From an optimization exercise on the open Yosys and OpenROAD flow, aimed at small area, a short achievable clock period and few clock cycles per item; shortcuts taken in it are not production practice.
Only simulation tests tie the RTL to the original design; equivalence was not proved.
Power figures rest on the tool's default switching activity, not on a simulated workload.

## the previous run
==> module geofence, before the edit <==
module geofence (clk, reset, X, Y, valid, is_inside);
input clk;
input reset;
input [9:0] X;
input [9:0] Y;
output valid;
output is_inside;
reg [4:0] k;
reg [9:0] px, py;        
reg [11:0] ms, md;       
reg [21:0] q;            
reg [7:0] sg;            
reg [21:0] sa3, sb4;     
reg [21:0] r, l;         
reg [21:0] w, u;         
reg [7:0] occ;           
reg [7:0] vin, vout;     
reg k7;                  
reg vld, ins;            
reg sur;                 
reg line;                
wire xneg, xpos, yneg, ypos;
wire [9:0] xmag, ymag;
absd a_x (.a(X), .b(px), .neg(xneg), .pos(xpos), .mag(xmag));
absd a_y (.a(Y), .b(py), .neg(yneg), .pos(ypos), .mag(ymag));
wire [11:0] ms1 = ms - 12'd1;
wire [11:0] mdp = md + 12'd1;
wire uneg, un1, wneg, wn1;
sgn3 s_u (.a({2'b0, X}), .b({2'b0, Y}), .c(ms), .s(uneg));
sgn3 s_u1 (.a({2'b0, X}), .b({2'b0, Y}), .c(ms1), .s(un1));
sgn3 s_w (.a({2'b0, Y}), .b(~{2'b0, X}), .c(mdp), .s(wneg));
sgn3 s_w1 (.a({2'b0, Y}), .b(~{2'b0, X}), .c(md), .s(wn1));
wire upos = !un1;
wire wpos = !wn1;
wire [21:0] iq = {xneg, yneg, xmag, ymag};
always @(posedge clk) begin
    q <= iq;
    sg <= {xneg, xpos, yneg, ypos, uneg, upos, wneg, wpos};
end
wire [11:0] ims, imd;
pcon pc (.x(X), .y(Y), .ms(ims), .md(imd));
always @(posedge clk) begin
    if (k == 5'd0) begin
        px <= X;
        py <= Y;
        ms <= ims;
        md <= imd;
    end
end
wire done = valid;
always @(posedge clk) begin
    if (reset || done)
        k <= 5'd0;
    else
        k <= k + 5'd1;
end
wire ld_r = k == 5'd2 || k == 5'd6 || k == 5'd9 || k == 5'd12;
wire ld_l = k == 5'd7 || k == 5'd10 || k == 5'd13;
reg upd, upd1, upd2;     
always @(posedge clk) begin
    upd <= !reset && !done && (k == 5'd3 || k == 5'd5 || k == 5'd8 || k == 5'd11 || k == 5'd14);
    upd1 <= !reset && !done && k == 5'd3;
    upd2 <= !reset && !done && k == 5'd5;
end
always @(posedge clk) begin
    if (k == 5'd5 || k == 5'd7)
        sa3 <= q;
    if (k == 5'd6)
        sb4 <= q;
end
wire gxn = sg[7], gxp = sg[6], gyn = sg[5], gyp = sg[4];
wire gun = sg[3], gup = sg[2], gwn = sg[1], gwp = sg[0];
wire [7:0] cq = {gyn & !gun, !gxn & gun, gxn & !gwp, !gyp & gwp,
                 gyp & !gup, !gxp & gup, gxp & !gwn, !gyn & gwn};
always @(posedge clk) begin
    if (k == 5'd2)
        occ <= cq;
    else
        occ <= occ | cq;
end
wire [7:0] o = occ | cq;
wire [15:0] o2 = {o, o};
reg [7:0] succ, bad, tin, tout, fit;
integer c;
always @(*) begin
    for (c = 0; c < 8; c = c + 1)
        succ[c] = o2[c + 1 +: 3] != 3'd0;
    bad = o & ~succ;
end
wire [15:0] bad2 = {bad, bad};
always @(*) begin
    for (c = 0; c < 8; c = c + 1)
        fit[c] = o2[c + 4 +: 4] == 4'd0;
end
wire [15:0] fit2 = {fit, fit};
always @(*) begin
    for (c = 0; c < 8; c = c + 1) begin
        tin[c] = succ[c] && bad2[c + 1 +: 4] == 4'd0;
        tout[c] = fit2[c + 5 +: 4] != 4'd0;
    end
end
always @(posedge clk) begin
    vin <= tin;
    vout <= tin | tout;
    k7 <= !reset && !done && k == 5'd6;
end
wire wxs = w[21], wys = w[20], uxs = u[21], uys = u[20];
wire [9:0] wxm = w[19:10], wym = w[9:0], uxm = u[19:10], uym = u[9:0];
wire [20:0] ts, tc;
xtree tree (.wxm(wxm), .wym(wym), .uxm(uxm), .uym(uym), .s(ts), .c(tc));
reg [20:0] xs, xc;       
reg sa, sb, anz, bnz, opp;
always @(posedge clk) begin
    xs <= ts;
    xc <= tc;
    sa <= wxs ^ uys;
    sb <= wys ^ uxs;
    anz <= wxm != 10'd0 && uym != 10'd0;
    bnz <= wym != 10'd0 && uxm != 10'd0;
    opp <= (wxm != 10'd0 && uxm != 10'd0 && wxs != uxs) ||
           (wym != 10'd0 && uym != 10'd0 && wys != uys);
end
wire [20:0] cy = {1'b0, xs[19:0]} + {1'b0, xc[19:0]};
wire dneg = xs[20] ^ xc[20] ^ cy[20];
wire dz = (xs ^ xc) == {xs[19:0] | xc[19:0], 1'b0};
wire cn = (sa == sb) ? (sa ? !dneg && !dz : dneg) : (sa && (anz || bnz));
wire cp = (sa == sb) ? (sa ? dneg : !dneg && !dz) : (!sa && (anz || bnz));
reg crn, crp;            
always @(posedge clk) begin
    crn <= cn;
    crp <= cp;
end
reg rsw;
wire rn = upd1 ? cn : upd2 ? (rsw ? crp : cp) : crn;
wire rp = upd1 ? cp : upd2 ? (rsw ? crn : cn) : crp;
wire ln = upd1 ? cn : upd2 ? (rsw ? cp : crp) : cn;
wire lp = upd1 ? cp : upd2 ? (rsw ? cn : crn) : cp;
wire [21:0] v = u;       
always @(posedge clk) begin
    if (upd1)
        rsw <= rn && !lp;
end
reg [21:0] rnx, lnx;
reg surnx, linenx;
always @(*) begin
    rnx = r;
    lnx = l;
    surnx = sur;
    linenx = line;
    if (k == 5'd2) begin
        rnx = q;
        lnx = q;
        surnx = 1'b0;
        linenx = 1'b0;
    end else if (upd && !sur) begin
        if (line) begin
            linenx = 1'b0;
            if (rn) begin
                rnx = l;
                lnx = r;
            end
        end else if (rn && lp) begin
            surnx = 1'b1;
        end else if (!rn && lp) begin
            lnx = v;
        end else if (rn && !lp) begin
            rnx = v;
        end else if (!rn && !rp && !ln && !lp && opp) begin
            lnx = v;
            linenx = 1'b1;
        end
    end
end
always @(posedge clk) begin
    r <= rnx;
    l <= lnx;
    sur <= surnx;
    line <= linenx;
end
always @(posedge clk) begin
    if (ld_r)
        w <= rnx;
    else if (ld_l)
        w <= l;
    else if (k == 5'd3)
        w <= iq;
    case (k)
    5'd2: u <= iq;
    5'd4: u <= r;
    5'd5: u <= w;
    5'd6, 5'd12: u <= sa3;
    5'd9: u <= sb4;
    default: ;
    endcase
end
wire q_valid = k7 && (cq & vout) != 8'd0;
wire q_in = k7 && (cq & vin) != 8'd0;
always @(posedge clk) begin
    if (reset || done) begin
        vld <= 1'b0;
        ins <= 1'b0;
    end else begin
        vld <= (k >= 5'd7 && surnx) || k == 5'd15;
        ins <= k >= 5'd7 && surnx;
    end
end
assign valid = vld || q_valid;
assign is_inside = ins || q_in;
endmodule
==> module pcon, before the edit <==
module pcon (x, y, ms, md);
input [9:0] x, y;
output [11:0] ms, md;
assign ms = 12'd0 - {2'b0, x} - {2'b0, y};
assign md = {2'b0, x} - {2'b0, y};
endmodule
clock: 11.5 ns
lec_check: 0
cap_margin: 20
core_margin: 2
core_utilization: 35
slew_margin: 20
synth_hierarchical: 1
synth_minimum_keep_size: 0
standard.sh (not shown) runs the stock make flow with config.mk's settings and CLKGATE_MAP_FILE= SYNTH_SCRIPT=/design/flow/synth_recipe.tcl, a recipe that flattens the netlist after the stock synthesis.
==> flow/flow/run.sh <==
#!/bin/bash
# Standard layout, with timing repair aiming for a period of about 4.3 ns
# (setup margin 7.2 ns at the design's 11.5 ns clock).
set -euo pipefail
bash standard.sh SETUP_SLACK_MARGIN=7.2 finish > flow.log 2>&1
Testbench counts of the previous run, summed over its fixed seeds: cycles 14,865, items 1,600.
Changes in the current run relative to the previous run:
diff --git a/flow/design.v b/flow/design.v
--- a/flow/design.v
+++ b/flow/design.v
@@ -34,20 +34,18 @@
 wire wpos = !wn1;
 wire [21:0] iq = {xneg, yneg, xmag, ymag};
 always @(posedge clk) begin
     q <= iq;
     sg <= {xneg, xpos, yneg, ypos, uneg, upos, wneg, wpos};
 end
-wire [11:0] ims, imd;
-pcon pc (.x(X), .y(Y), .ms(ims), .md(imd));
 always @(posedge clk) begin
     if (k == 5'd0) begin
         px <= X;
         py <= Y;
-        ms <= ims;
-        md <= imd;
+        ms <= 12'd0 - {2'b0, X} - {2'b0, Y};
+        md <= {2'b0, X} - {2'b0, Y};
     end
 end
 wire done = valid;
 always @(posedge clk) begin
     if (reset || done)
         k <= 5'd0;
@@ -60,13 +58,13 @@
 always @(posedge clk) begin
     upd <= !reset && !done && (k == 5'd3 || k == 5'd5 || k == 5'd8 || k == 5'd11 || k == 5'd14);
     upd1 <= !reset && !done && k == 5'd3;
     upd2 <= !reset && !done && k == 5'd5;
 end
 always @(posedge clk) begin
-    if (k == 5'd5 || k == 5'd7)
+    if (k == 5'd3 || k == 5'd5 || k == 5'd7)
         sa3 <= q;
     if (k == 5'd6)
         sb4 <= q;
 end
 wire gxn = sg[7], gxp = sg[6], gyn = sg[5], gyp = sg[4];
 wire gun = sg[3], gup = sg[2], gwn = sg[1], gwp = sg[0];
@@ -128,17 +126,19 @@
 reg crn, crp;            
 always @(posedge clk) begin
     crn <= cn;
     crp <= cp;
 end
 reg rsw;
-wire rn = upd1 ? cn : upd2 ? (rsw ? crp : cp) : crn;
-wire rp = upd1 ? cp : upd2 ? (rsw ? crn : cn) : crp;
-wire ln = upd1 ? cn : upd2 ? (rsw ? cp : crp) : cn;
-wire lp = upd1 ? cp : upd2 ? (rsw ? cn : crn) : cp;
-wire [21:0] v = u;       
+wire cur_r = upd1 || (upd2 && rsw);
+wire cur_l = !(upd2 && rsw);
+wire rn = cur_r ? cn : crn;
+wire rp = cur_r ? cp : crp;
+wire ln = cur_l ? cn : crn;
+wire lp = cur_l ? cp : crp;
+wire [21:0] v = upd1 ? sa3 : u;    
 always @(posedge clk) begin
     if (upd1)
         rsw <= rn && !lp;
 end
 reg [21:0] rnx, lnx;
 reg surnx, linenx;
@@ -179,18 +179,16 @@
 end
 always @(posedge clk) begin
     if (ld_r)
         w <= rnx;
     else if (ld_l)
         w <= l;
-    else if (k == 5'd3)
-        w <= iq;
+    else if (k == 5'd4)
+        w <= sa3;
     case (k)
-    5'd2: u <= iq;
-    5'd4: u <= r;
-    5'd5: u <= w;
+    5'd2, 5'd3: u <= iq;
     5'd6, 5'd12: u <= sa3;
     5'd9: u <= sb4;
     default: ;
     endcase
 end
 wire q_valid = k7 && (cq & vout) != 8'd0;
@@ -220,18 +218,12 @@
 wire [10:0] d = {1'b0, a} - {1'b0, b};
 wire [10:0] n = {1'b0, b} - {1'b0, a};
 assign neg = d[10];
 assign pos = n[10];
 assign mag = neg ? n[9:0] : d[9:0];
 endmodule
-module pcon (x, y, ms, md);
-input [9:0] x, y;
-output [11:0] ms, md;
-assign ms = 12'd0 - {2'b0, x} - {2'b0, y};
-assign md = {2'b0, x} - {2'b0, y};
-endmodule
 module xtree (wxm, wym, uxm, uym, s, c);
 input [9:0] wxm, wym, uxm, uym;
 output [20:0] s, c;
 wire t1 = (wxm[0] & uym[9]) ^ ~(wym[0] & uxm[9]) ^ (wxm[1] & uym[8]);
 wire t2 = ((wxm[0] & uym[9]) & ~(wym[0] & uxm[9])) | ((wxm[0] & uym[9]) & (wxm[1] & uym[8])) | (~(wym[0] & uxm[9]) & (wxm[1] & uym[8]));
 wire t3 = (wxm[1] & uym[9]) ^ ~(wym[1] & uxm[9]);
==> run summary <==
- The library cell contributing the largest single delay on the critical path comes out sky130_fd_sc_hd__fa_2 in one run and sky130_fd_sc_hd__ha_1 in the other, namely in the previous run and the current run respectively.
- Between the previous run and the current run, the flow reports post-layout total power decreasing by more than 10%.
- The higher leakage power summed over all cells came out of the previous run.
- The current run vs the previous run — final period demand of the worst path dropped 0.14 ns.
- Tap cell count ended up 1.0% higher on the current run than on the previous run.
- Changes observed in the current run relative to the previous run: final core area utilization lost 1.3 points, number of primary I/O pins neither gained nor lost much.
Testbench counts of the current run, summed over its fixed seeds: cycles 14,865, items 1,600.

[re-timing with driven ports]
No port has a modelled driver above. Below, the same layouts with a new extraction and two added sets of constraints. Step 1 assumes that a clkbuf_16 drives the clock port and a buf_2 every other input. Step 2 times the ports against the registers' clock, not the clock port: input delays grow and output delays shrink by t, the midpoint of the rising clock arrivals with the driver on. Slacks: ideal ports / drivers / drivers and shift; pairs: ideal ports / drivers.
run | shift t [ns] | setup WS [ns] | worst setup path at the end | worst register clock-pin slew, ns | cell pins on the clock port's net
the previous run | 0.598 | 7.151 / 7.141 / 6.543 | input to register | 0.06 / 0.06 | 1
the current run | 0.603 | 7.293 / 7.266 / 6.709 | input to register | 0.06 / 0.06 | 1
After both steps setup and hold are still met in every run listed. For the previous run, which loses most, drivers alone change the setup slack by -0.010 ns; drivers and shift together by -0.608 ns.
